Source: an optimization exercise on an open RTL-to-GDS flow (aim: small area). Production flows keep margins and buffers that such runs may drop.
The RTL was checked by simulation tests, not by an equivalence proof against the original design.
Power figures rest on the tool's default switching activity, not on a simulated workload.

==> flow/design.v, too long to show whole: its modules and the start of the top module <==
// module requant_fa: 9 lines
// module requant_ha: 8 lines
// module requant_maj: 7 lines
// module requant_and2: 6 lines
// module requant_or2: 6 lines
// module requant_ao21: 7 lines
// module requant_pp: 6 lines
// module requant: 1572 lines
module requant (
	clk,
	ce,
	rst,
	data_in,
	sync_in,
	gain,
	data_out,
	sync_out,
	addr,
	ovfl
);
  // ...
==> flow/flow/run.sh <==
#!/bin/bash
# Standard ORFS layout, with plain buf_1 cells as the port buffers.
set -euo pipefail
bash standard.sh "BUFFER_PORTS_ARGS=-buffer_cell sky130_fd_sc_hd__buf_1" finish > make_finish.log 2>&1
==> flow/standard.sh <==
#!/bin/bash
# synth_recipe.tcl (not shown) runs the flow's synth.tcl, then flattens the netlist and writes it again
# the make line also repeats each setting of config.mk as NAME=value (left out here)
make -C /OpenROAD-flow-scripts/flow DESIGN_CONFIG=/design/flow/config.mk WORK_HOME=/design/flow/orfs CLKGATE_MAP_FILE= SYNTH_SCRIPT=/design/flow/synth_recipe.tcl "${@:-finish}"
==> flow/config.mk <==
export PLATFORM = sky130hd
export DESIGN_NAME = requant
export DESIGN_NICKNAME = requant
export VERILOG_FILES = /design/flow/design.v
export SDC_FILE = /design/flow/constraint.sdc
export NUM_CORES = 4
export LEC_CHECK = 0
export CAP_MARGIN = 20
export CORE_MARGIN = 2
export CORE_UTILIZATION = 65
export CTS_BUF_LIST = sky130_fd_sc_hd__clkbuf_8
export GPL_TIMING_DRIVEN = 0
export PLACE_DENSITY = 0.75
export SLEW_MARGIN = 20
export SYNTH_HIERARCHICAL = 1
export SYNTH_MINIMUM_KEEP_SIZE = 0
==> flow/constraint.sdc <==
create_clock -name core_clock -period 7.0 [get_ports {clk}]
set_input_delay 1.4000 -clock core_clock [delete_from_list [all_inputs] [get_ports {clk}]]
set_output_delay 1.4000 -clock core_clock [all_outputs]
set_load 0.01 [all_outputs]
==> out/summary.txt, run 1 <==
run status = no timing/DRC/antenna violations
Hold EP = sync_fifo[2]$_DFF_P_
synthesized area per cell = 11.34 sq um
clock sinks = 92
startpoint types = primary input
Die X = 131.2 microns
R2R depth = 10
clk_skew = 11.04 ps
most frequently used flop master after synthesis = edfxtp_1
Layout Utilization = 72.89%
pre-CTS WS = -286.5 ps
CP bufs+invs = 3
clock period minus worst slack = 6624 ps
crit-path most repeated cell = fa_1
TritonCTS Buffers = 9
1st-pass router iterations = 5
initial antenna violation count = 2
CP max-delay cell = clkbuf_2
Final Instance Area = 11,540 sq um
Die Span Y = 131.2 microns
WL final = 23,240 microns
FF-to-FF Start = im_cin_r$_DFFE_PP_
via/cell ratio = 5.893
Routed met2 length = 11,370 microns
Port Buffer Count = 79
first-pass GRT wire length = 38,220 microns
placed cell area = 11,210 sq um
most frequent cells in the layout = 322 x nor2_1, 210 x fa_1, 78 x buf_1
combinational gate power = 0.00232 W
hold path startpoint = sync_fifo[3]$_DFF_P_
ys async rst share = 0%
Core ar. = 15,830 sq um
FF+latch area = 2572 sq um
Power Dens Cells = 315.7 nW/um^2
count of state elements after synthesis = 92
Non-clk bufs = 95
CTS Hold Bufs = 0
GPL Wtd Cong = 0.8388
post-route ant nets = 0
most frequent cell after synthesis = nor2_1
largest net degree at the start of global routing = 36
post-synthesis cell type with the largest combined area = fa_1
==> run 2: changes to the inputs <==
==> flow/flow/run.sh (replaced) <==
#!/bin/bash
# Standard ORFS layout, with plain buf_1 cells as the port buffers and a clock
# tree of clkbuf_8 cells without dummy loads; synthesis buffers are removed at floorplanning.
set -euo pipefail
bash standard.sh "BUFFER_PORTS_ARGS=-buffer_cell sky130_fd_sc_hd__buf_1" \
  "CTS_ARGS=-sink_clustering_enable -repair_clock_nets -buf_list sky130_fd_sc_hd__clkbuf_8 -dont_use_dummy_load" \
  REMOVE_ABC_BUFFERS=1 finish > make_finish.log 2>&1
--- a/flow/config.mk
+++ b/flow/config.mk
@@ -7,9 +7,8 @@
 export LEC_CHECK = 0
-export CAP_MARGIN = 20
+export CAP_MARGIN = 0
 export CORE_MARGIN = 2
 export CORE_UTILIZATION = 65
-export CTS_BUF_LIST = sky130_fd_sc_hd__clkbuf_8
 export GPL_TIMING_DRIVEN = 0
 export PLACE_DENSITY = 0.75
-export SLEW_MARGIN = 20
+export SLEW_MARGIN = 0
 export SYNTH_HIERARCHICAL = 1
==> run 2 against run 1 <==
  * Maximum frequency fell by 2.2%
  * Via count fell by 0.76%
  * Critical endpoint is now im_r13_0$_DFFE_PP_
  * Largest cell class unchanged
  * Cell area fell by 2.9%
  * Clock skew rose by 7.6 ps
  * Still clean on timing, DRC and antenna
  * Synthesized cell count did not move
  * Non-clock buffer count fell by 14
  * Highest routed layer is now met4
  * Critical path type unchanged
==> out/summary.txt, run 2 <==
WL final = 22,280 microns (was 23,240 microns)
area share of the largest cell type after synthesis = 39.98% (unchanged)
share of post-route cells with drive strength above 1 = 3.976% (was 6.140%)
all-layer global routing usage = 27.13% (was 28.06%)
crit share post-route = 96.74% (was 94.62%)
Die X = 131.2 microns (unchanged)
Wirelength per Cell = 18.23 microns (was 18.70 microns)
most frequent cell after synthesis = nor2_1 (unchanged)
VDD IR max = 0.2509 mV (was 0.2515 mV)
slew margin rel. = 12.72% (was 26.22%)
Port Buffer Count = 79 (unchanged)
Core ar. = 15,830 sq um (unchanged)
R2R depth = 10 (unchanged)
Post-Place Cells = 1,212 (was 1,227)
FF-to-FF Start = re_r10_0$_DFFE_PP_ (was im_cin_r$_DFFE_PP_)
Crit. End Element = flip-flop (unchanged)
WP data required = 7090 ps (was 7100 ps)
Power, Total = 0.003470 W (was 0.003642 W)
fmax = 147.7 MHz (was 151.0 MHz)
TritonCTS clock tree = done (unchanged)
first-pass GRT wire length = 37,030 microns (was 38,220 microns)
post-layout net count = 1,337 (was 1,350)
post-route ant nets = 0 (unchanged)
fin. max-slew vios = 0 (unchanged)
worst slew pin tran = 1300 ps (was 1099 ps)
RSZ-0062 raised after global routing = no (unchanged)
synthesized area per cell = 11.34 sq um (unchanged)
Largest regs = st2: 17 flops, st3: 17 flops, st4: 17 flops (unchanged)
Hold Path Class = flip-flop to flip-flop (unchanged)
pre-CTS WS = -275.5 ps (was -286.5 ps)
routed vias = 7,269 (was 7,325)
DRC = 0 (unchanged)
Syn. warnings = 7 (unchanged)
GPL Wtd Cong = 0.8137 (was 0.8388)
io pins = 80 (unchanged)
Power Dens Cells = 309.6 nW/um^2 (was 315.7 nW/um^2)
ys async rst share = 0% (unchanged)
hold path startpoint = sync_fifo[1]$_DFF_P_ (was sync_fifo[3]$_DFF_P_)
CTS Buffer Depth = 2 (unchanged)
Setup-failing EPs final = 0 (unchanged)
Post-Synthesis Cells = 927 (unchanged)
Final Hold Viols = 0 (unchanged)
TritonCTS Buffers = 9 (unchanged)
via/cell ratio = 5.948 (was 5.893)
Die Span Y = 131.2 microns (unchanged)
# rows = 46 (unchanged)
Synth Cell Area = 10,520 sq um (unchanged)
Leak = 4.818 nW (was 4.997 nW)
startpoint types = primary input (unchanged)
fin cells = 1,222 (was 1,243)
clock latency at the later pin of the worst-skew pair = 340 ps (was 350 ps)
hpwl dp = 16,540 microns (was 17,800 microns)
number of synthesized flops with an enable pin = 73 (unchanged)
CTS resizes = 0 (unchanged)
crit path max fanout = 24 (was 10)
Setup Crit Path Kind = primary input to flip-flop (unchanged)
top cells by area, synth = fa_1 40%, edfxtp_1 21%, nor2_1 11% (unchanged)
vias in the first global route = 7,685 (was 7,798)
CTS Hold Bufs = 0 (unchanged)
clock sinks = 92 (unchanged)
WHS Path Cells = 0 (unchanged)
H-tree lvl count = 3 (unchanged)
post-route setup slack = 228.2 ps (was 376.3 ps)
initial DRC count = 516 (was 548)
clk root buf = clkbuf_8 (unchanged)
Worst EP arrival = 6860 ps (was 6730 ps)
Initial Util = 66.43% (unchanged)
most frequent cells in the layout = 322 x nor2_1, 210 x fa_1, 76 x buf_1 (was 322 x nor2_1, 210 x fa_1, 78 x buf_1)
# Post-CTS Setup Buffers = 0 (unchanged)
Area growth syn-to-layout = 6.580% (was 9.710%)
Fillers = 1,163 (was 1,164)
clock period minus worst slack = 6772 ps (was 6624 ps)
count of state elements after synthesis = 92 (unchanged)
sequential area share after synthesis = 24.46% (unchanged)
largest net degree at the start of global routing = 48 (was 36)
CP Launch Point = data_in[17] (was data_in[35])
distinct cell type count after synthesis = 39 (unchanged)
commonest non-fill, non-tap cell in the layout = nor2_1 (unchanged)
die area = 17,210 sq um (unchanged)
GRT overflow = 0 (unchanged)
Post-synth top cells = 322 x nor2_1, 210 x fa_1, 73 x edfxtp_1 (unchanged)
run status = no timing/DRC/antenna violations (unchanged)
1st-pass router iterations = 5 (unchanged)
most frequently used flop master after synthesis = edfxtp_1 (unchanged)
Clock Pin Slew Worst Setup and Hold Paths = 80 ps (was 90 ps)
post-synthesis cell type with the largest combined area = fa_1 (unchanged)
# Max-Cap Violations = 0 (unchanged)
Diodes inserted = 0 (was 1)
initial antenna violation count = 0 (was 2)
clk_skew = 18.61 ps (was 11.04 ps)
run 2: cell types whose count changed in the layout (fill, tap and decap cells not counted), moves of 3 or more:
cell	delta
xnor2_1	+12
xnor2_2	-9
clkbuf_1	-6
xnor2_4	-3
run 2: area by class of cell:
| class | instances | area (sq um) | area share [%] |
|---|---|---|---|
| Multi-Input combinational cell | 812 | 7839 | 69.95 |
| Clock buffer | 9 | 123.9 | 1.105 |
| Sequential cell | 92 | 2572 | 22.95 |
| Timing Repair inverter | 1 | 5.005 | 0.04466 |
| Tap cell | 216 | 270.3 | 2.412 |
| Timing Repair Buffer | 81 | 347.8 | 3.104 |
| Inverter | 11 | 48.80 | 0.4354 |
run 2: per-stage QoR:
step | TNS, ps | hold slack, ps | utilization, % | area [sq um]
2_1_floorplan | 0 | 309.6 | - | 10450
4_1_cts | 0 | 333.2 | 70.71 | 11190
5_1_grt | 0 | 336.2 | 70.81 | 11210
6_report | 0 | 331.8 | 70.81 | 11210
3_5_place_dp | -995.1 | 312.1 | 69.93 | 11070
3_3_place_gp | -738.2 | 312.4 | 69.62 | 11020
run 2: Yosys stat by module, one instance, submodules excluded:
module | cell area, sq um | copies in the design | flip-flops and latches
requant_or2 | 6.256 | 8 | 0
requant | 4432 | 1 | 92
requant_maj | 11.26 | 14 | 0
requant_and2 | 6.256 | 8 | 0
requant_pp | 3.754 | 264 | 0
requant_ao21 | 7.507 | 4 | 0
requant_fa | 20.02 | 210 | 0
requant_ha | 12.51 | 48 | 0
run 2: power by group:
part           internal [W]  switching (W)
sequential         0.000897      0.0000384
clock              0.000115       0.000149
combinational       0.00107        0.00120
total               0.00208        0.00139
run 2: worst max-delay path, stage by stage:
cell      delay [ps]
clkbuf_2         400
xnor2_1         1180
nor2_1           170
fa_1             510
fa_1             440
fa_1             400
fa_1             510
fa_1             420
ha_1             210
fa_1             370
fa_1             390
fa_1             440
run 2: metal layers:
layer  wire length (microns)  vias up  track usage (%)
li1                        -     3190                -
met1                    8823     3611            36.85
met2                   10690      417            44.44
met3                    2097       51            4.861
met4                     671        0            10.21
met5                       0        -                0
run 2: kinds of logic (layout without fill, tap and decap cells):
group | after synthesis | in the layout | share of synthesized area (%)
compound gates | 41 | 41 | 2.784
xor+xnor | 57 | 57 | 4.748
fa+ha+maj | 292 | 292 | 49.57
buf+inv | 23 | 102 | 0.9876
flops | 92 | 92 | 24.46
mux | 5 | 5 | 0.4998
simple gates | 417 | 417 | 16.94
run 2: path summary, 6_finish.rpt:
kind / to / slack, ps
max: im_r13_0$_DFFE_PP_ / 230
min: sync_fifo[0]$_DFF_P_ / 330
max reg2reg: st2[11]$_DFFE_PP_ / 3890
min reg2reg: sync_fifo[0]$_DFF_P_ / 330

## separate check: timing with driven ports
In the flow no input, the clock included, has a driving cell. The finished layouts below were timed again as built, in two steps.
Step 1 assumes that a clkbuf_16 drives the clock port and a buf_2 every other input.
Step 2 moves the port delays by t, midway between the first and last clock arrival at a register: inputs arrive t later, outputs are due t later. That takes back most of the time a late clock gives input paths.
Three values: ideal ports, drivers, drivers and shift; two values: the first two.
run | shift t [ns] | setup slack, ns | hold slack, ns | worst setup path at the end
run 1 | 0.376 | 0.376 / 0.382 / 0.007 | 0.336 / 0.336 / 0.336 | input to register
run 2 | 0.367 | 0.228 / 0.241 / -0.126 | 0.332 / 0.332 / 0.332 | input to register
Met with ideal ports but missed after step 2: setup timing in run 2. The setup slack of run 1, which loses most, moves by +0.006 ns with the drivers and by -0.369 ns with both steps.
